Source: an optimization exercise on an open RTL-to-GDS flow (aim: small area and a short achievable clock period). Production flows keep margins and buffers that such runs may drop.
Function was checked by simulation only, so behaviour that the tests miss may differ from the original.
No activity file was given, so power comes from the tool's default toggle rates.

`config.mk`:
```
export PLATFORM = sky130hd
export DESIGN_NAME = cpu
export DESIGN_NICKNAME = cpu
export VERILOG_FILES = /design/flow/design.v
export SDC_FILE = /design/flow/constraint.sdc
export NUM_CORES = 4
export LEC_CHECK = 0
export CAP_MARGIN = 20
export CORE_MARGIN = 2
export CORE_UTILIZATION = 40
export SLEW_MARGIN = 20
```
`design.v`:
```
module regfile(
    input wire clk,
    input wire rst,
    input wire [4:0] readReg1,
    input wire [4:0] readReg2,
    input wire [4:0] writeReg,
    input wire [31:0] writeData,
    input wire regWrite,
    output reg [31:0] regOut1,
    output reg [31:0] regOut2
);
    wire [32*32-1:0] regs;
    reg [31:1] valid;
    wire [31:1] we;
    integer i;
    assign regs[31:0] = 32'b0;
    genvar g;
    generate
        for (g = 1; g < 32; g = g + 1) begin : r
            reg [31:0] q;
            assign we[g] = regWrite && (writeReg == g);
            always @(posedge clk)
                if (we[g]) q <= writeData;
            assign regs[g*32 +: 32] = q;
        end
    endgenerate
    always @(posedge clk or posedge rst) begin
        if (rst) valid <= 31'b0;
        else valid <= valid | we;
    end
    always @(*) begin
        regOut1 = 32'b0;
        regOut2 = 32'b0;
        for (i = 1; i < 32; i = i + 1) begin
            regOut1 = regOut1 | ({32{valid[i] && (readReg1 == i)}} & regs[i*32 +: 32]);
            regOut2 = regOut2 | ({32{valid[i] && (readReg2 == i)}} & regs[i*32 +: 32]);
        end
    end
endmodule
module cpu(input wire clk, input wire rst, output wire WB_RegWrite_O,
           output wire [31:0] imem_addr,
           input wire [31:0] imem_rdata,
           output wire [31:0] dmem_addr,
           output wire [31:0] dmem_wdata,
           output wire dmem_we,
           output wire dmem_re,
           input wire [31:0] dmem_rdata,
           output wire [4:0] wb_rd,
           output wire [31:0] wb_data);
    localparam [31:0] NOP = 32'h13;
    reg  [31:0] pc;
    reg  [31:0] id_pc;           
    reg  [31:0] id_ins;          
    reg  [31:0] ex_a;            
    reg  [31:0] ex_b;            
    reg         ex_fa_mem, ex_fa_wb, ex_fb_mem, ex_fb_wb;   
    reg  [4:0]  ex_rd;
    reg         ex_rw, ex_ld, ex_st, ex_br, ex_jalr;
    reg         ex_add, ex_sub, ex_slt, ex_xor, ex_or, ex_and, ex_sll, ex_srl, ex_sra;
    reg  [31:0] mem_out;
    reg  [11:0] mem_wd;          
    reg  [4:0]  mem_rd;
    reg         mem_rw, mem_ld, mem_st, mem_br;
    reg  [31:0] wb_d;            
    reg  [4:0]  wb_r;
    reg         wb_rw;
    wire [6:0] opc = id_ins[6:0];
    wire [4:0] rs1 = id_ins[19:15];
    wire [4:0] rs2 = id_ins[24:20];
    wire [4:0] rd  = id_ins[11:7];
    wire [2:0] f3  = id_ins[14:12];
    wire       f7  = id_ins[30];
    wire isR     = (opc == 7'b0110011);
    wire isI     = (opc == 7'b0010011);
    wire isLd    = (opc == 7'b0000011);
    wire isSt    = (opc == 7'b0100011);
    wire isBr    = (opc == 7'b1100011);
    wire isJal   = (opc == 7'b1101111);
    wire isLui   = (opc == 7'b0110111);
    wire isJalr  = (opc == 7'b1100111);
    wire isAuipc = (opc == 7'b0010111);
    wire jump     = isJal | isJalr;
    wire regWrite = isR | isI | isLd | isJal | isLui | isJalr | isAuipc;
    wire aluSrc   = isI | isLd | isSt | isLui | isJalr | isAuipc;
    wire opF      = isR | isI | isJal;       
    wire [31:0] iImm = {{20{id_ins[31]}}, id_ins[31:20]};
    wire [31:0] sImm = {{20{id_ins[31]}}, id_ins[31:25], id_ins[11:7]};
    wire [31:0] uImm = {id_ins[31:12], 12'b0};
    wire [31:0] jImm = {{12{id_ins[31]}}, id_ins[19:12], id_ins[20], id_ins[30:21], 1'b0};
    wire [31:0] bImm = isSt ? sImm : (isLui | isAuipc) ? uImm : iImm;
    wire stall = ex_ld & ((ex_rd == rs1) | (ex_rd == rs2));
    wire [31:0] rf1, rf2;
    regfile regFile(.clk(clk), .rst(rst),
                    .readReg1(rs1), .readReg2(rs2),
                    .writeReg(wb_r), .writeData(wb_d), .regWrite(wb_rw),
                    .regOut1(rf1), .regOut2(rf2));
    wire fa_mem = ex_rw & (ex_rd != 5'd0) & (ex_rd == rs1);
    wire fa_wb  = ~fa_mem & mem_rw & (mem_rd != 5'd0) & (mem_rd == rs1);
    wire fb_mem = ~aluSrc & ex_rw & (ex_rd != 5'd0) & (ex_rd == rs2);
    wire fb_wb  = ~aluSrc & ~fb_mem & mem_rw & (mem_rd != 5'd0) & (mem_rd == rs2);
    wire d_add = ~opF & ~isBr | opF & (f3 == 3'b000) & ~f7;
    wire d_sub = isBr | opF & (f3 == 3'b000) & f7;
    wire d_slt = opF & (f3[2:1] == 2'b01);
    wire d_xor = opF & (f3 == 3'b100);
    wire d_or  = opF & (f3 == 3'b110);
    wire d_and = opF & (f3 == 3'b111);
    wire d_sll = opF & (f3 == 3'b001);
    wire d_srl = opF & (f3 == 3'b101) & ~f7;
    wire d_sra = opF & (f3 == 3'b101) & f7;
    wire [31:0] jumpDest = id_pc + (opc[3] ? jImm : iImm);
    wire [31:0] a = ex_fa_mem ? mem_out : ex_fa_wb ? wb_d : ex_a;
    wire [31:0] b = ex_fb_mem ? mem_out : ex_fb_wb ? wb_d : ex_b;
    wire        subx = ex_sub | ex_slt;
    wire [32:0] sum33 = {a, 1'b1} + {b ^ {32{subx}}, subx};
    wire [31:0] sum = sum33[32:1];
    wire        lt = (a[31] ^ b[31]) ? a[31] : sum[31];
    function [31:0] rev32(input [31:0] x);
        integer k;
        for (k = 0; k < 32; k = k + 1) rev32[k] = x[31-k];
    endfunction
    wire [31:0] shin = ex_sll ? rev32(a) : a;
    wire        fill = ex_sra & a[31];
    wire [31:0] shr = $signed({fill, shin}) >>> b[4:0];
    wire [31:0] shl = rev32(shr);
    wire [31:0] ex_out = ({32{ex_add | ex_sub}} & sum)
                       | {31'b0, ex_slt & lt}
                       | ({32{ex_xor}} & (a ^ b))
                       | ({32{ex_or}}  & (a | b))
                       | ({32{ex_and}} & (a & b))
                       | ({32{ex_sll}} & shl)
                       | ({32{ex_srl | ex_sra}} & shr);
    wire brTaken = mem_br & (mem_out == 32'b0);
    wire [31:0] jalrTarget = (ex_a + mem_out) & ~32'h1;
    assign dmem_we    = mem_st;
    assign dmem_re    = mem_ld;
    assign dmem_addr  = mem_out;
    assign dmem_wdata = {{20{mem_wd[11]}}, mem_wd};
    assign WB_RegWrite_O = wb_rw;
    assign wb_rd   = wb_r;
    assign wb_data = wb_d;
    assign imem_addr = pc;
    always @(posedge clk or posedge rst) begin
        if (rst)
            pc <= 32'b0;
        else if (~stall) begin
            if (ex_jalr)      pc <= jalrTarget;
            else if (jump)    pc <= jumpDest;
            else if (~brTaken) pc <= pc + 32'd4;
        end
    end
    always @(posedge clk or posedge rst) begin
        if (rst)
            id_ins <= NOP;
        else if (~stall)
            id_ins <= jump ? NOP : imem_rdata;
    end
    always @(posedge clk) begin
        if (~stall) id_pc <= pc;
    end
    always @(posedge clk) begin
        ex_a      <= rf1;
        ex_b      <= aluSrc ? bImm : rf2;
        ex_fa_mem <= fa_mem;
        ex_fa_wb  <= fa_wb;
        ex_fb_mem <= fb_mem;
        ex_fb_wb  <= fb_wb;
        ex_rd     <= rd;
        mem_out   <= ex_out;
        mem_wd    <= ex_b[11:0];
        mem_rd    <= ex_rd;
        wb_d      <= mem_ld ? dmem_rdata : mem_out;
        wb_r      <= mem_rd;
    end
    always @(posedge clk or posedge rst) begin
        if (rst) begin
            ex_rw <= 1'b0; ex_ld <= 1'b0; ex_st <= 1'b0; ex_br <= 1'b0; ex_jalr <= 1'b0;
            ex_add <= 1'b0; ex_sub <= 1'b0; ex_slt <= 1'b0; ex_xor <= 1'b0; ex_or <= 1'b0;
            ex_and <= 1'b0; ex_sll <= 1'b0; ex_srl <= 1'b0; ex_sra <= 1'b0;
            mem_rw <= 1'b0; mem_ld <= 1'b0; mem_st <= 1'b0; mem_br <= 1'b0;
            wb_rw <= 1'b0;
        end else begin
            ex_rw   <= ~stall & regWrite;
            ex_ld   <= ~stall & isLd;
            ex_st   <= ~stall & isSt;
            ex_br   <= ~stall & isBr;
            ex_jalr <= ~stall & isJalr;
            ex_add  <= ~stall & d_add;
            ex_sub  <= ~stall & d_sub;
            ex_slt  <= ~stall & d_slt;
            ex_xor  <= ~stall & d_xor;
            ex_or   <= ~stall & d_or;
            ex_and  <= ~stall & d_and;
            ex_sll  <= ~stall & d_sll;
            ex_srl  <= ~stall & d_srl;
            ex_sra  <= ~stall & d_sra;
            mem_rw  <= ex_rw;
            mem_ld  <= ex_ld;
            mem_st  <= ex_st;
            mem_br  <= ex_br;
            wb_rw   <= mem_rw;
        end
    end
endmodule
```
`run.sh`:
```
#!/bin/bash
# synth_recipe.tcl (not shown) runs the flow's synth.tcl, then flattens the netlist and writes it again
# the make line also repeats each setting of config.mk as NAME=value (left out here)
make -C /OpenROAD-flow-scripts/flow DESIGN_CONFIG=/design/flow/config.mk WORK_HOME=/design/flow/orfs CLKGATE_MAP_FILE= SYNTH_SCRIPT=/design/flow/synth_recipe.tcl finish
```
`constraint.sdc`:
```
create_clock -name core_clock -period 20.0 [get_ports {clk}]
set_input_delay 4.0000 -clock core_clock [delete_from_list [all_inputs] [get_ports {clk}]]
set_output_delay 4.0000 -clock core_clock [all_outputs]
set_load 0.01 [all_outputs]
```
==> run summary, run 1 <==
* Slowest stage delay, CP at 1.02 ns
* Share of power burned in registers at 46.9%
* Clock slew at the register clock pins of the worst setup and hold paths at 0.06 ns
* Clock power share at 38.6%
* Worst setup margin at 13.46 ns
* Number of enable flip-flop cells after synthesis at 1024
* Buf/Inv on CP at 1
* Hold Path End: mem_br
* Worst hold path depth at 0
* Largest net degree at the start of global routing at 76
* Synthesized cell area at 0.0626 mm²
* Inserted Clock Buffers at 138
* Async S/R FF share, synth at 8.79%
* Final core occ at 46.1%
* Element type at the critical path end: output port
* Total Neg Setup Slack at 0 ns
* Core area at 0.156 mm²
* Layout cells sized above 1 at 12.5%
* Worst slew margin at 10.4%
* Port buffer count at 201
* Switching share of power at 28.4%
* Flop2flop setup slack at 14.04 ns
* Register area share after synthesis at 58.7%
* Total Routing Usage GR at 36.8%
* Postcts setup bufs at 0
* Power Density at 98.4 mW/mm²
* First-pass GRT wire length at 407000 µm
* Hold_buf cts at 0
* Die area at 0.160 mm²
* FILL cells at 13800
* Remaining DRCs at 0
* RSZ-0062 raised after global routing: no
* Required @ worst endpoint at 16.00 ns
* H-Tree Depth at 4
* Synth Register Bits at 1297
* IO Count at 202
* Syn_area_per_cell at 12.4 µm²
* Crit-path leading delay family: flip-flops
* Commonest non-fill, non-tap cells in the layout: edfxtp_1 (1024), a22oi_1 (345), a221oi_1 (292)
* Sink Count at 1297
* Worst-Margin Slew at 1.33 ns
* Crit Path Max Fanout at 34
* Crit path cell chain: clkdlybuf4s50_1
* Max_cap viols at 0
* Syn Inst Count at 5058
* Post-Route WL at 303000 µm
* Leakage power at 0.0260 µW
* Int Pwr at 5060 µW
* Post_cts resized at 0
* Die Wd at 400 µm
* Vias at 54000
* Vias in the first global route at 49800
* CTS Buffer Depth at 3
* Detailed Route Iter0 Violations at 12200
* Skew-Pair Late Insertion Delay at 0.83 ns
* Area of the multi-input gates at 0.0242 mm²
* Setup Skew at 0.0365 ns
* Gate power share at 14.5%
* Routed WL per cell at 41.3 µm
* # rows at 145
* VDD IR max at 67.7 µV
* Die Span Y at 400 µm
* Post-route ant nets at 0
* Synth unique cells at 84
* Final worst path period need at 6.54 ns
* Vias/cell at 7.37
* Detailed placement HPWL at 171000 µm
* Final Max Slew Viols at 0
* Reg-to-Reg Start: ex_fb_wb
* FF+latch area at 0.0368 mm²
* Root Buffer: clkbuf_16
* Nets at 5366
* Synthesis warning total at 2
* Top FF cell, synth: edfxtp_1
* Min-delay src: ex_br
* Final Setup Violations at 0
* Commonest non-fill, non-tap cell in the layout: edfxtp_1
* Worst setup SP type: flip-flop
* Post-Synthesis Net Count at 5283
* Worst r2r path cells at 16
* CP max-delay cell: dfrtp_2
* Area growth from synthesis to layout at 14.8%
* Worst flop-to-flop path endpoint: mem_out[28]
* Initial Utilization at 40.2%
* Hold Path Class: reg -> reg
* Outcome: timing/DRC/antenna clean
* Gpl congestion at 0.994
* Total gr overflow at 0
* Crit share post-route at 32.7%
* CTS tree: built
* Hold Vio Cnt, Final at 0
* Critical path type: reg -> out
* F_max at 153 MHz
* Initial antenna violation count at 16
* Initial DRT Pass Iterations at 10
* Sw power at 2010 µW
* Placement Setup Slack at 14.09 ns
* WP data arrival at 2.54 ns
## power groups by stage
stage / logic (µW) / registers, µW / clock network (µW)
2_1_floorplan: 529 / 3330 / 0
3_3_place_gp: 980 / 3360 / 0
3_5_place_dp: 986 / 3360 / 0
4_1_cts: 992 / 3310 / 2730
5_1_grt: 1090 / 3330 / 2840
6_report: 1020 / 3320 / 2730
## flip-flops by register name, indices dropped and copies added (netlist names), 5 cells and up
signal	count
id_ins	32
ex_a	32
ex_rd	5
wb_r	5
mem_wd	12
id_pc	32
wb_d	32
pc	32
regFile.valid	31
mem_out	32
regFile.r.q	992
ex_b	32
mem_rd	5
## stage by stage
step	std cells	power, µW	instance area (µm²)	hold slack, ns
3_5_place_dp	7059	4350	67000	0.342
6_report	7327	7070	71900	0.357
4_1_cts	7314	7030	71800	0.356
3_3_place_gp	7059	4340	67000	0.336
5_1_grt	7315	7260	71900	0.361
2_1_floorplan	5058	3860	62600	0.330
## worst max-delay path by stage
| stage | start | end | depth (start not counted) |
|---|---|---|---|
| 2_1_floorplan | rst | ex_add | 1 |
| 3_3_place_gp | rst | regFile.valid[2] | 3 |
| 3_5_place_dp | rst | regFile.valid[21] | 3 |
| 4_1_cts | wb_d[26] | wb_data[26] | 1 |
| 5_1_grt | wb_d[24] | wb_data[24] | 1 |
| 6_report | mem_ld | dmem_re | 1 |
## Yosys cell counts (30+ instances only)
cell type | instances | area (µm²)
and3_1 | 70 | 438
a22oi_1 | 345 | 2590
nor2_1 | 212 | 796
ha_1 | 157 | 1960
a21o_1 | 44 | 330
nor3_1 | 49 | 245
mux4_2 | 30 | 676
a21oi_1 | 235 | 1180
a211oi_1 | 31 | 233
o21a_1 | 34 | 255
or4_1 | 40 | 300
nand4_1 | 99 | 619
nand3_1 | 159 | 796
a221oi_1 | 292 | 2560
dfxtp_1 | 159 | 3180
mux2_2 | 48 | 541
o21ai_0 | 216 | 1080
dfrtp_1 | 111 | 2780
xor2_1 | 82 | 718
nand2_1 | 264 | 991
xnor2_1 | 71 | 622
mux2i_1 | 117 | 1170
a22o_1 | 281 | 2460
clkbuf_1 | 325 | 1220
or2_2 | 42 | 263
edfxtp_1 | 1024 | 30700
a222oi_1 | 64 | 641
buf_1 | 35 | 131
inv_1 | 91 | 342
## kinds of logic (layout without fill, tap and decap cells)
kind of cell / Yosys count / after routing / share of synthesized area, %
buffers and inverters: 500 / 698 / 3.26
adder cells (fa/ha/maj): 159 / 159 / 3.20
AND/OR/NAND/NOR: 1044 / 1044 / 8.31
XOR/XNOR: 153 / 153 / 2.14
other: 0 / 13 / 0
flip-flops: 1297 / 1297 / 58.7
AO/OA/AOI/OAI: 1681 / 1681 / 19.9
multiplexers: 224 / 224 / 4.49
## per-layer routing
| metal | wire length, µm | up-vias | global-route usage, % |
|---|---|---|---|
| li1 | - | 20500 | - |
| met1 | 102000 | 26000 | 44.8 |
| met2 | 124000 | 5893 | 52.6 |
| met3 | 51500 | 1584 | 16.5 |
| met4 | 25800 | 18 | 23.7 |
| met5 | 276 | - | 0.0605 |
## area by class of cell
type,count,area share (%)
clock inverter,85,1.51
antenna,13,0.0452
timing repair buffer,347,4.32
inverter,96,0.508
clock buffer,170,5.18
tap,2058,3.58
multi-input combinational,3261,33.7
sequential,1297,51.2
==> run 2, diff against run 1 <==
==> flow/run.sh (new file) <==
#!/bin/bash
# The standard layout (standard.sh), with timing repair asked to keep
# extra setup slack and allowed to resize across cell footprints.
export SETUP_SLACK_MARGIN=14.8
bash standard.sh MATCH_CELL_FOOTPRINT=0 finish > standard.log 2>&1
==> standard.sh (new file) <==
#!/bin/bash
# synth_recipe.tcl (not shown) runs the flow's synth.tcl, then flattens the netlist and writes it again
# the make line also repeats each setting of config.mk as NAME=value (left out here)
make -C /OpenROAD-flow-scripts/flow DESIGN_CONFIG=/design/flow/config.mk WORK_HOME=/design/flow/orfs CLKGATE_MAP_FILE= SYNTH_SCRIPT=/design/flow/synth_recipe.tcl "${@:-finish}"
--- a/config.mk
+++ b/config.mk
@@ -7,5 +7,6 @@
 export LEC_CHECK = 0
 export CAP_MARGIN = 20
 export CORE_MARGIN = 2
-export CORE_UTILIZATION = 40
+export CORE_UTILIZATION = 35
+export PLACE_DENSITY = 0.5
 export SLEW_MARGIN = 20
removed: run.sh
==> run 2 against run 1 <==
Compared with the run above: clock power increased by 3%; register-to-register slack gained 0.89 ns; cell count up 6.9%; combinational power up 35%; setup slack improved by 1.1 ns; flip-flop and latch count unchanged.
==> run summary, run 2 <==
* Power Density at 99.0 mW/mm²
* Worst slew margin at 2.90%
* Synth unique cells at 84
* Most frequent cell after synthesis: edfxtp_1
* Register area share after synthesis at 58.7%
* Element type at the critical path end: output port
* Commonest non-fill, non-tap cell in the layout: edfxtp_1
* Post-Synthesis Net Count at 5283
* Worst setup margin at 14.54 ns
* Hold Vio Cnt, Final at 0
* Final worst path period need at 5.46 ns
* Max_cap viols at 0
* Syn_area_per_cell at 12.4 µm²
* Synthesis warning total at 2
* Die Span Y at 427 µm
* Core area at 0.178 mm²
* Layout cells sized above 1 at 19.7%
* Total Neg Setup Slack at 0 ns
* Total power at 7430 µW
* Max FFs per register at 992
* Detailed placement HPWL at 191000 µm
* Clock slew at the register clock pins of the worst setup and hold paths at 0.06 ns
* Post-route ant nets at 0
* Post-synthesis mux area share at 4.49%
* Syn Inst Count at 5058
* Worst flop-to-flop path endpoint: mem_out[28]
* Post-synthesis adder-cell area fraction at 3.20%
* IO Count at 202
* F_max at 183 MHz
* Synthesized cell area at 0.0626 mm²
* Synth cell count leaders: edfxtp_1 (1024), a22oi_1 (345), clkbuf_1 (325), a221oi_1 (292), a22o_1 (281)
* Leading area contributor after synthesis: edfxtp_1
* Crit share post-route at 27.3%
* Leakage power at 0.0276 µW
* WP data arrival at 1.46 ns
* Placed cell areas at 0.0676 mm²
* Port buffer count at 201
* Hold_buf cts at 0
* Total Routing Usage GR at 36.3%
* Worst setup SP type: flip-flop
* RSZ-0062 raised after global routing: yes
* CTS tree: built
* Final core occ at 42.1%
* Vias at 55300
* Reg-to-Reg Start: ex_fa_wb
* Slowest stage delay, CP at 0.42 ns
* Buf/Inv on CP at 2
* Async S/R FF share, synth at 8.79%
* Top-area cell type share of the netlist area at 49.1%
* Root Buffer: clkbuf_16
* H-Tree Depth at 4
* Top FF cell, synth: edfxtp_1
* Synth top area cells: edfxtp_1 (49%), dfxtp_1 (5.1%), dfrtp_1 (4.4%)
* Detailed Route Iter0 Violations at 12000
* Worst hold path depth at 0
* Hold Path Class: reg -> reg
* Hold Path End: mem_br
* Worst r2r path cells at 15
* CTS Buffer Depth at 3
* Post-Route WL at 341000 µm
* # rows at 155
* Compound-Gate Fraction of Synth Area at 19.9%
* Number of enable flip-flop cells after synthesis at 1024
* Initial antenna violation count at 28
* Outcome: timing/DRC/antenna clean
* Flop2flop setup slack at 14.93 ns
* Initial Utilization at 35.2%
* Largest family of logic cells by synthesized area: compound AO/OA/AOI/OAI gates
* Skew-Pair Late Insertion Delay at 0.81 ns
* Post-route cell area at 0.0750 mm²
* Crit Path Max Fanout at 2
* Min-delay src: ex_br
* XOR/XNOR Fraction of Synth Area at 2.14%
* First-pass GRT wire length at 450000 µm
* Die area at 0.182 mm²
* Vias in the first global route at 51700
* Final Max Slew Viols at 0
* FILL cells at 16600
* Sink Count at 1297
* Remaining DRCs at 0
* Routed WL per cell at 43.5 µm
* Inserted Clock Buffers at 143
* Area growth from synthesis to layout at 19.7%
* Largest net degree at the start of global routing at 77
* CP max-delay cell: dfrtp_2
* Worst-Margin Slew at 1.44 ns
* Die Wd at 427 µm
* Critical path type: reg -> out
* Required @ worst endpoint at 16.00 ns
* VDD IR max at 95.2 µV
* Gpl congestion at 0.972
* Placement Setup Slack at 13.97 ns
* Nets at 5569
* Vias/cell at 7.06
* Setup Skew at 0.0407 ns
* Crit path cell chain: buf_12, buf_6
* Initial DRT Pass Iterations at 11
* Commonest non-fill, non-tap cells in the layout: edfxtp_1 (1024), a22oi_1 (345), a221oi_1 (292)
* Synth Register Bits at 1297
* Simple-Gate Fraction of Synth Area at 8.31%
* Total gr overflow at 0
* Largest Register: regFile.r.q
* Crit-path leading delay family: flip-flops
* Final Setup Violations at 0
[run 2: cell counts after synthesis]
No cell type changed its count.
[run 2: worst max-delay path by stage]
stage,end,cells after the start,startpoint,slack (ns)
2_1_floorplan,ex_add,1,rst,14.62
3_3_place_gp,regFile.valid[2],4,rst,13.96
3_5_place_dp,regFile.valid[9],4,rst,13.97
4_1_cts,dmem_re,2,mem_ld,14.51
5_1_grt,dmem_re,2,mem_ld,14.50
6_report,dmem_re,2,mem_ld,14.54
[run 2: routing by layer]
layer	track usage, %	up-vias	part of all wire (%)
met5	0.767	-	0.10
met2	53.4	5414	42
met4	22.1	20	7.7
met3	13.8	1497	15
met1	44.7	27400	36
li1	-	20900	-
[run 2: logic make-up (layout without fill, tap and decap cells)]
logic type | Yosys count | after routing
xor+xnor | 153 | 153
simple gates | 1044 | 1044
mux | 224 | 224
compound gates | 1681 | 1681
buf+inv | 500 | 903
fa+ha+maj | 159 | 159
other cells | 0 | 16
flops | 1297 | 1297
[run 2: repair_timing]
action	in CTS	in global routing
cloned	20	0
resized for setup	795	28
setup buffers	136	9
pin swaps	0	0
setup endpoints to repair	155	141
[run 2: cell type report]
type	instances	area (µm²)	share of cell area (%)
Antenna cell	16	40.0	0.0534
Clock buffer	195	4010	5.35
Clock inverter	67	891	1.19
Inverter	96	370	0.494
Multi-Input combinational cell	3261	24200	32.3
Sequential cell	1297	37100	49.5
Tap cell	2355	2950	3.93
Timing Repair Buffer	545	5430	7.24
[run 2: metrics by stage]
| step | hold WS [ns] | std cells |
|---|---|---|
| after global routing | 0.368 | 7820 |
| after global placement | 0.335 | 7389 |
| after floorplan | 0.330 | 5058 |
| after detailed placement | 0.336 | 7389 |
| final | 0.347 | 7832 |
| after CTS | 0.349 | 7807 |
[run 2: where the power goes]
group / leakage, µW / switching (µW) / total, µW / internal, µW
combinational: 0.0130 / 831 / 1380 / 549
clock: 0.00238 / 1180 / 2800 / 1620
sequential: 0.0122 / 123 / 3250 / 3120
total: 0.0276 / 2140 / 7430 / 5290
==> run 3, diff against run 2 <==
==> flow/run.sh (replaced) <==
#!/bin/bash
# The standard layout (standard.sh), with timing repair asked to keep
# extra setup slack, allowed to resize across cell footprints, and plain
# buffers on the ports.
export SETUP_SLACK_MARGIN=14.6
export BUFFER_PORTS_ARGS="-buffer_cell sky130_fd_sc_hd__buf_2"
bash standard.sh MATCH_CELL_FOOTPRINT=0 finish > standard.log 2>&1
--- a/config.mk
+++ b/config.mk
@@ -7,6 +7,7 @@
 export LEC_CHECK = 0
 export CAP_MARGIN = 20
 export CORE_MARGIN = 2
-export CORE_UTILIZATION = 35
-export PLACE_DENSITY = 0.5
+export CORE_UTILIZATION = 42
+export CTS_CLUSTER_DIAMETER = 100
+export CTS_CLUSTER_SIZE = 20
 export SLEW_MARGIN = 20
==> run 3 against run 2 <==
Compared with the run above: largest cell class unchanged; global-route usage up 3.6 points; critical path type unchanged; critical path depth down 1; clock skew up 0.0048 ns.
==> run summary, run 3 <==
* Total power at 6180 µW
* Slowest stage delay, CP at 0.49 ns
* Worst r2r path cells at 17
* Largest net degree at the start of global routing at 77
* CTS tree: built
* FILL cells at 13200
* Int Pwr at 4310 µW
* Synthesized cell area at 0.0626 mm²
* Die area at 0.152 mm²
* RSZ-0062 raised after global routing: no
* Nets at 5400
* Root Buffer: clkbuf_16
* Hold_buf cts at 0
* Crit Path Max Fanout at 7
* Crit share post-route at 27.0%
* Initial antenna violation count at 25
* Hold Path Class: reg -> reg
* VDD IR max at 66.8 µV
* CTS Buffer Depth at 3
* Share of power burned in registers at 53.1%
* # rows at 141
* Remaining DRCs at 0
* Outcome: timing/DRC/antenna clean
* Vias in the first global route at 50100
* First-pass GRT wire length at 417000 µm
* Synth Register Bits at 1297
* Gate power share at 19.0%
* Total Neg Setup Slack at 0 ns
* Total gr overflow at 0
* Top-area cell type share of the netlist area at 49.1%
* IO Count at 202
* Commonest non-fill, non-tap cell in the layout: edfxtp_1
* Leakage power at 0.0257 µW
* Worst-Margin Slew at 1.31 ns
* Post-Synthesis Net Count at 5283
* Critical path type: reg -> out
* Levels on crit path at 1
* Commonest non-fill, non-tap cells in the layout: edfxtp_1 (1024), a22oi_1 (345), a221oi_1 (292)
* Largest Register: regFile.r.q
* Initial Utilization at 42.4%
* Element type at the critical path end: output port
* Core area at 0.148 mm²
* Max_cap viols at 0
* Number of enable flip-flop cells after synthesis at 1024
* Total Routing Usage GR at 39.8%
* Synth unique cells at 84
* Skew-Pair Late Insertion Delay at 0.74 ns
* H-Tree Depth at 3
* Layout cells sized above 1 at 17.1%
* Most frequent cell after synthesis: edfxtp_1
* Crit-path leading delay family: flip-flops
* Initial DRT Pass Iterations at 14
* Worst hold path depth at 0
* Power Density at 88.5 mW/mm²
* Inserted Clock Buffers at 77
* Die Wd at 390 µm
* WP data arrival at 1.40 ns
* Syn Inst Count at 5058
* Area growth from synthesis to layout at 11.6%
* Final Setup Violations at 0
* Sw power at 1870 µW
* Post-Route WL at 314000 µm
* Hold Vio Cnt, Final at 0
* Final worst path period need at 5.40 ns
* Detailed placement HPWL at 172000 µm
* Required @ worst endpoint at 16.00 ns
* Synthesis warning total at 2
* Worst slew margin at 12.0%
* Crit path cell chain: buf_2
* Register area share after synthesis at 58.7%
* Setup Skew at 0.0455 ns
* Worst setup SP type: flip-flop
* Max FFs per register at 992
* F_max at 185 MHz
* Sink Count at 1297
* Routed WL per cell at 43.7 µm
* Final Max Slew Viols at 0
* Leading area contributor after synthesis: edfxtp_1
* Vias at 54700
* Buf/Inv on CP at 1
* Clock power share at 27.9%
* Vias/cell at 7.62
* Async S/R FF share, synth at 8.79%
* Post-route ant nets at 0
* Switching share of power at 30.3%
* CP max-delay cell: dfxtp_2
* Port buffer count at 201
* Gpl congestion at 0.983
* Syn_area_per_cell at 12.4 µm²
* Die Span Y at 390 µm
* Synth top area cells: edfxtp_1 (49%), dfxtp_1 (5.1%), dfrtp_1 (4.4%)
* Synth cell count leaders: edfxtp_1 (1024), a22oi_1 (345), clkbuf_1 (325), a221oi_1 (292), a22o_1 (281)
* Detailed Route Iter0 Violations at 12400
* Clock slew at the register clock pins of the worst setup and hold paths at 0.09 ns
* Top FF cell, synth: edfxtp_1
==> run 3: repair_timing <==
item                                    CTS  global route
buffers inserted                         59             4
endpoints found under the setup margin  105            12
cloned                                   19             0
gates resized for setup                 219             7
==> run 3: final cells by class <==
cell class	instances	area (µm²)	area share (%)
well taps	1930	2410	3.45
flip-flops and latches	1297	37000	53.0
clock inverters	13	155	0.222
repair buffers	442	3550	5.08
multi-input cells	3261	24200	34.6
clock buffers	125	2150	3.08
inverters	96	367	0.524
diodes	15	37.5	0.0537
==> run 3: power groups by stage <==
stage	clock network [µW]	logic, µW	registers [µW]
2_1_floorplan	0	529	3330
3_3_place_gp	0	938	3350
3_5_place_dp	0	942	3350
4_1_cts	1710	1120	3280
5_1_grt	1790	1230	3290
6_report	1720	1180	3280
==> run 3: through the flow <==
stage	cell area (µm²)	worst slack (ns)	util (%)	hold slack (ns)	cells
2_1_floorplan	62600	14.62	-	0.330	5058
3_3_place_gp	66000	14.18	44.6	0.339	6944
3_5_place_dp	66000	14.19	44.6	0.339	6944
4_1_cts	69800	14.53	47.2	0.368	7160
5_1_grt	69900	14.60	47.3	0.375	7164
6_report	69900	14.60	47.3	0.365	7179
==> run 3: worst paths after layout <==
| check | start | end | slack [ns] |
|---|---|---|---|
| hold / removal | ex_st | mem_st | 0.36 |
| setup / recovery | mem_out[4] | dmem_addr[4] | 14.60 |
| min in group asynchronous | rst | regFile.valid[22] | 3.47 |
| hold reg to reg | ex_st | mem_st | 0.36 |
| setup reg to reg | ex_fb_wb | mem_out[28] | 14.81 |
| max in group asynchronous | rst | pc[2] | 14.99 |
==> run 3: cells by family after synthesis <==
family | count (synthesis) | share of synthesized area (%)
mux | 224 | 4.49
fa+ha+maj | 159 | 3.20
flops | 1297 | 58.7
xor+xnor | 153 | 2.14
buf+inv | 500 | 3.26
simple gates | 1044 | 8.31
compound gates | 1681 | 19.9
==> run 3: per-layer routing <==
metal  vias to the layer above  part of all wire, %  track usage (%)
met4                        32                  8.8             26.6
met1                     26400                   33             47.2
met3                      1800                   18             20.5
met5                         -                 0.14            0.989
li1                      20500                    -                -
met2                      5944                   40             56.1
==> run 4, diff against run 3 <==
==> config.mk (replaced) <==
export PLATFORM = sky130hd
export DESIGN_NAME = cpu
export DESIGN_NICKNAME = cpu
export VERILOG_FILES = /design/flow/design.v
export SDC_FILE = /design/flow/constraint.sdc
export NUM_CORES = 4
export LEC_CHECK = 0
export CAP_MARGIN = 10
export CORE_MARGIN = 2
export CORE_UTILIZATION = 50
export CTS_CLUSTER_DIAMETER = 100
export CTS_CLUSTER_SIZE = 20
export PLACE_DENSITY = 0.65
export SLEW_MARGIN = 10
==> run 4 against run 3 <==
Compared with the run above: now fails the layout checks on capacitance limit; final area decreased by 0.92%; clock-buffer cell count increased by 2; sequential share of layout area increased by 0.45 points; critical path depth unchanged; critical path type unchanged; largest cell class unchanged.
==> run summary, run 4 <==
* Outcome: failed layout checks
* Layout Check Fails: capacitance limit
* CTS tree: built
* Die area at 0.128 mm²
* Gpl congestion at 1.06
* WP data arrival at 1.42 ns
* Min-delay src: ex_b[4]
* Commonest non-fill, non-tap cells in the layout: edfxtp_1 (1024), a22oi_1 (345), a221oi_1 (292)
* Synth Register Bits at 1297
* Routed WL per cell at 43.9 µm
* Crit share post-route at 27.1%
* Initial Utilization at 50.5%
* Skew-Pair Late Insertion Delay at 0.73 ns
* Inst Count DP at 6639
* Die Wd at 358 µm
* Synth unique cells at 84
* Synth top area cells: edfxtp_1 (49%), dfxtp_1 (5.1%), dfrtp_1 (4.4%)
* Core area at 0.124 mm²
* Largest Register: regFile.r.q
* Leading area contributor after synthesis: edfxtp_1
* Setup Skew at 0.0484 ns
* Worst setup SP type: flip-flop
* RSZ-0062 raised after global routing: yes
* Fin Hold WS at 0.369 ns
* Root Buffer: clkbuf_16
* IO Count at 202
* Total Neg Setup Slack at 0 ns
* Nets at 5384
* Vias in the first global route at 49900
* Final worst path period need at 5.42 ns
* Max FFs per register at 992
* Worst slew margin at -1.20%
* Leakage power at 0.0256 µW
* Worst-Margin Slew at 1.50 ns
* Sink Count at 1297
* Total gr overflow at 0
* Synthesis warning total at 2
* Hold_buf cts at 0
* Hold Path Class: reg -> reg
* Synth cell count leaders: edfxtp_1 (1024), a22oi_1 (345), clkbuf_1 (325), a221oi_1 (292), a22o_1 (281)
* Post-route cell area at 0.0693 mm²
* Crit path cell chain: buf_2
* Required @ worst endpoint at 16.00 ns
* Most frequent cell after synthesis: edfxtp_1
* CP max-delay cell: dfxtp_2
* Post-route ant nets at 0
* First-pass GRT wire length at 403000 µm
* Synthesized cell area at 0.0626 mm²
* Top-area cell type share of the netlist area at 49.1%
* Critical path type: reg -> out
* H-Tree Depth at 3
* Inserted Clock Buffers at 77
* Layout cells sized above 1 at 16.5%
* VDD IR max at 69.3 µV
* Final Setup Violations at 0
* Remaining DRCs at 0
* Register area share after synthesis at 58.7%
* Final Max Slew Viols at 2
* Post-Synthesis Net Count at 5283
* Hold Vio Cnt, Final at 0
* Syn_area_per_cell at 12.4 µm²
* F_max at 184 MHz
* Area growth from synthesis to layout at 10.6%
* # rows at 129
* Slowest stage delay, CP at 0.51 ns
* Number of enable flip-flop cells after synthesis at 1024
* Syn Inst Count at 5058
* Reg-to-Reg Start: ex_fb_wb
* Max_cap viols at 1
* Post-Route WL at 302000 µm
* Power Density at 88.5 mW/mm²
* Top FF cell, synth: edfxtp_1
* Die Span Y at 358 µm
* Total Routing Usage GR at 45.7%
* Commonest non-fill, non-tap cell in the layout: edfxtp_1
* Crit Path Max Fanout at 7
* Largest net degree at the start of global routing at 77
* Initial antenna violation count at 18
* Layout Cells excl Fill at 6873
* Async S/R FF share, synth at 8.79%
* Clock slew at the register clock pins of the worst setup and hold paths at 0.09 ns
* Vias at 55000
* Detailed Route Iter0 Violations at 13600
* Initial DRT Pass Iterations at 17
* CTS Buffer Depth at 3
* Setup crit start: mem_out[27]
* Crit-path leading delay family: flip-flops
* Vias/cell at 8.00
* Detailed placement HPWL at 164000 µm
* Buf/Inv on CP at 1
* Element type at the critical path end: output port
* Placed cell areas at 0.0655 mm²
* Port buffer count at 201
* Total power at 6130 µW
==> run 4: layout make-up <==
cell class,count,area (µm²)
inverters,96,367
clock buffers,127,2160
fillers,10300,54700
clock inverters,13,130
diodes,16,40.0
multi-input cells,3261,24200
repair buffers,426,3330
well taps,1637,2050
flip-flops and latches,1297,37000
==> run 4: through the flow <==
| stage | setup WS (ns) | utilization [%] |
|---|---|---|
| finish | 14.58 | 55.9 |
| global route | 14.57 | 55.8 |
| CTS | 14.51 | 55.7 |
| detailed placement | 14.13 | 52.8 |
| global placement | 14.15 | 52.8 |
| floorplan | 14.62 | - |
==> run 4: kinds of logic after synthesis <==
logic type                 count (synthesis)  synth area share [%]
AOI/OAI and AO/OA                       1681                  19.9
xor gates and xnor gates                 153                  2.14
adders and majority gates                159                  3.20
buffers and inverters                    500                  3.26
DFF                                     1297                  58.7
muxes                                    224                  4.49
and+or+nand+nor                         1044                  8.31
==> run 4: per-layer routing <==
metal	GRT usage (%)	vias up	wire length, µm
met3	23.9	1952	56500
met2	63.5	6362	120000
li1	-	20500	-
met1	53.8	26200	95900
met4	32.9	24	29400
met5	0.852	-	335
==> run 4: power breakdown <==
part | internal [µW] | switching, µW
Sequential | 3120 | 173
Clock | 753 | 958
Combinational | 416 | 712
==> run 4: worst paths after layout <==
kind / end / cells after the start / slack (ns)
max: dmem_addr[27] / 1 / 14.58
min: mem_wd[4] / 0 / 0.37
max reg2reg: mem_out[28] / 16 / 14.73
min reg2reg: mem_wd[4] / 0 / 0.37
max in group asynchronous: pc[13] / 3 / 14.95
min in group asynchronous: id_ins[25] / 2 / 3.54
==> run 4: repair_timing <==
| action | CTS | global route |
|---|---|---|
| setup buffers | 43 | 18 |
| setup endpoints to repair | 90 | 47 |
| gates cloned | 17 | 0 |
| endpoints found under the hold margin | 0 | 0 |
| resized for setup | 183 | 12 |

==> static timing again, ports no longer ideal <==
The flow's constraints put no driver on any port. The routed layouts listed below were extracted and timed again, unchanged, in two steps.
Step 1 assumes that a clkbuf_16 drives the clock port and a buf_2 every other input.
Step 2 moves the port delays by t, midway between the first and last clock arrival at a register: inputs arrive t later, outputs are due t later. That takes back most of the time a late clock gives input paths.
a / b / c = ideal ports / drivers / drivers and shift; a / b = the first two.
run	t, ns	setup slack, ns	worst hold slack (ns)	worst register clock-pin slew, ns	worst slew at a driven data input, ns
run 1	0.894	13.462 / 13.382 / 14.039	0.357 / 0.357 / 0.357	0.07 / 0.07	0.06
run 2	0.875	14.538 / 14.454 / 14.294	0.347 / 0.347 / 0.347	0.07 / 0.07	0.09
run 3	0.802	14.596 / 14.510 / 14.256	0.365 / 0.365 / 0.365	0.10 / 0.10	0.04
run 4	0.784	14.577 / 14.495 / 14.228	0.369 / 0.369 / 0.369	0.10 / 0.10	0.06
The setup slack of run 4, which loses most, moves by -0.082 ns with the drivers and by -0.349 ns with both steps. The worst setup slack also covers recovery checks on asynchronous resets.
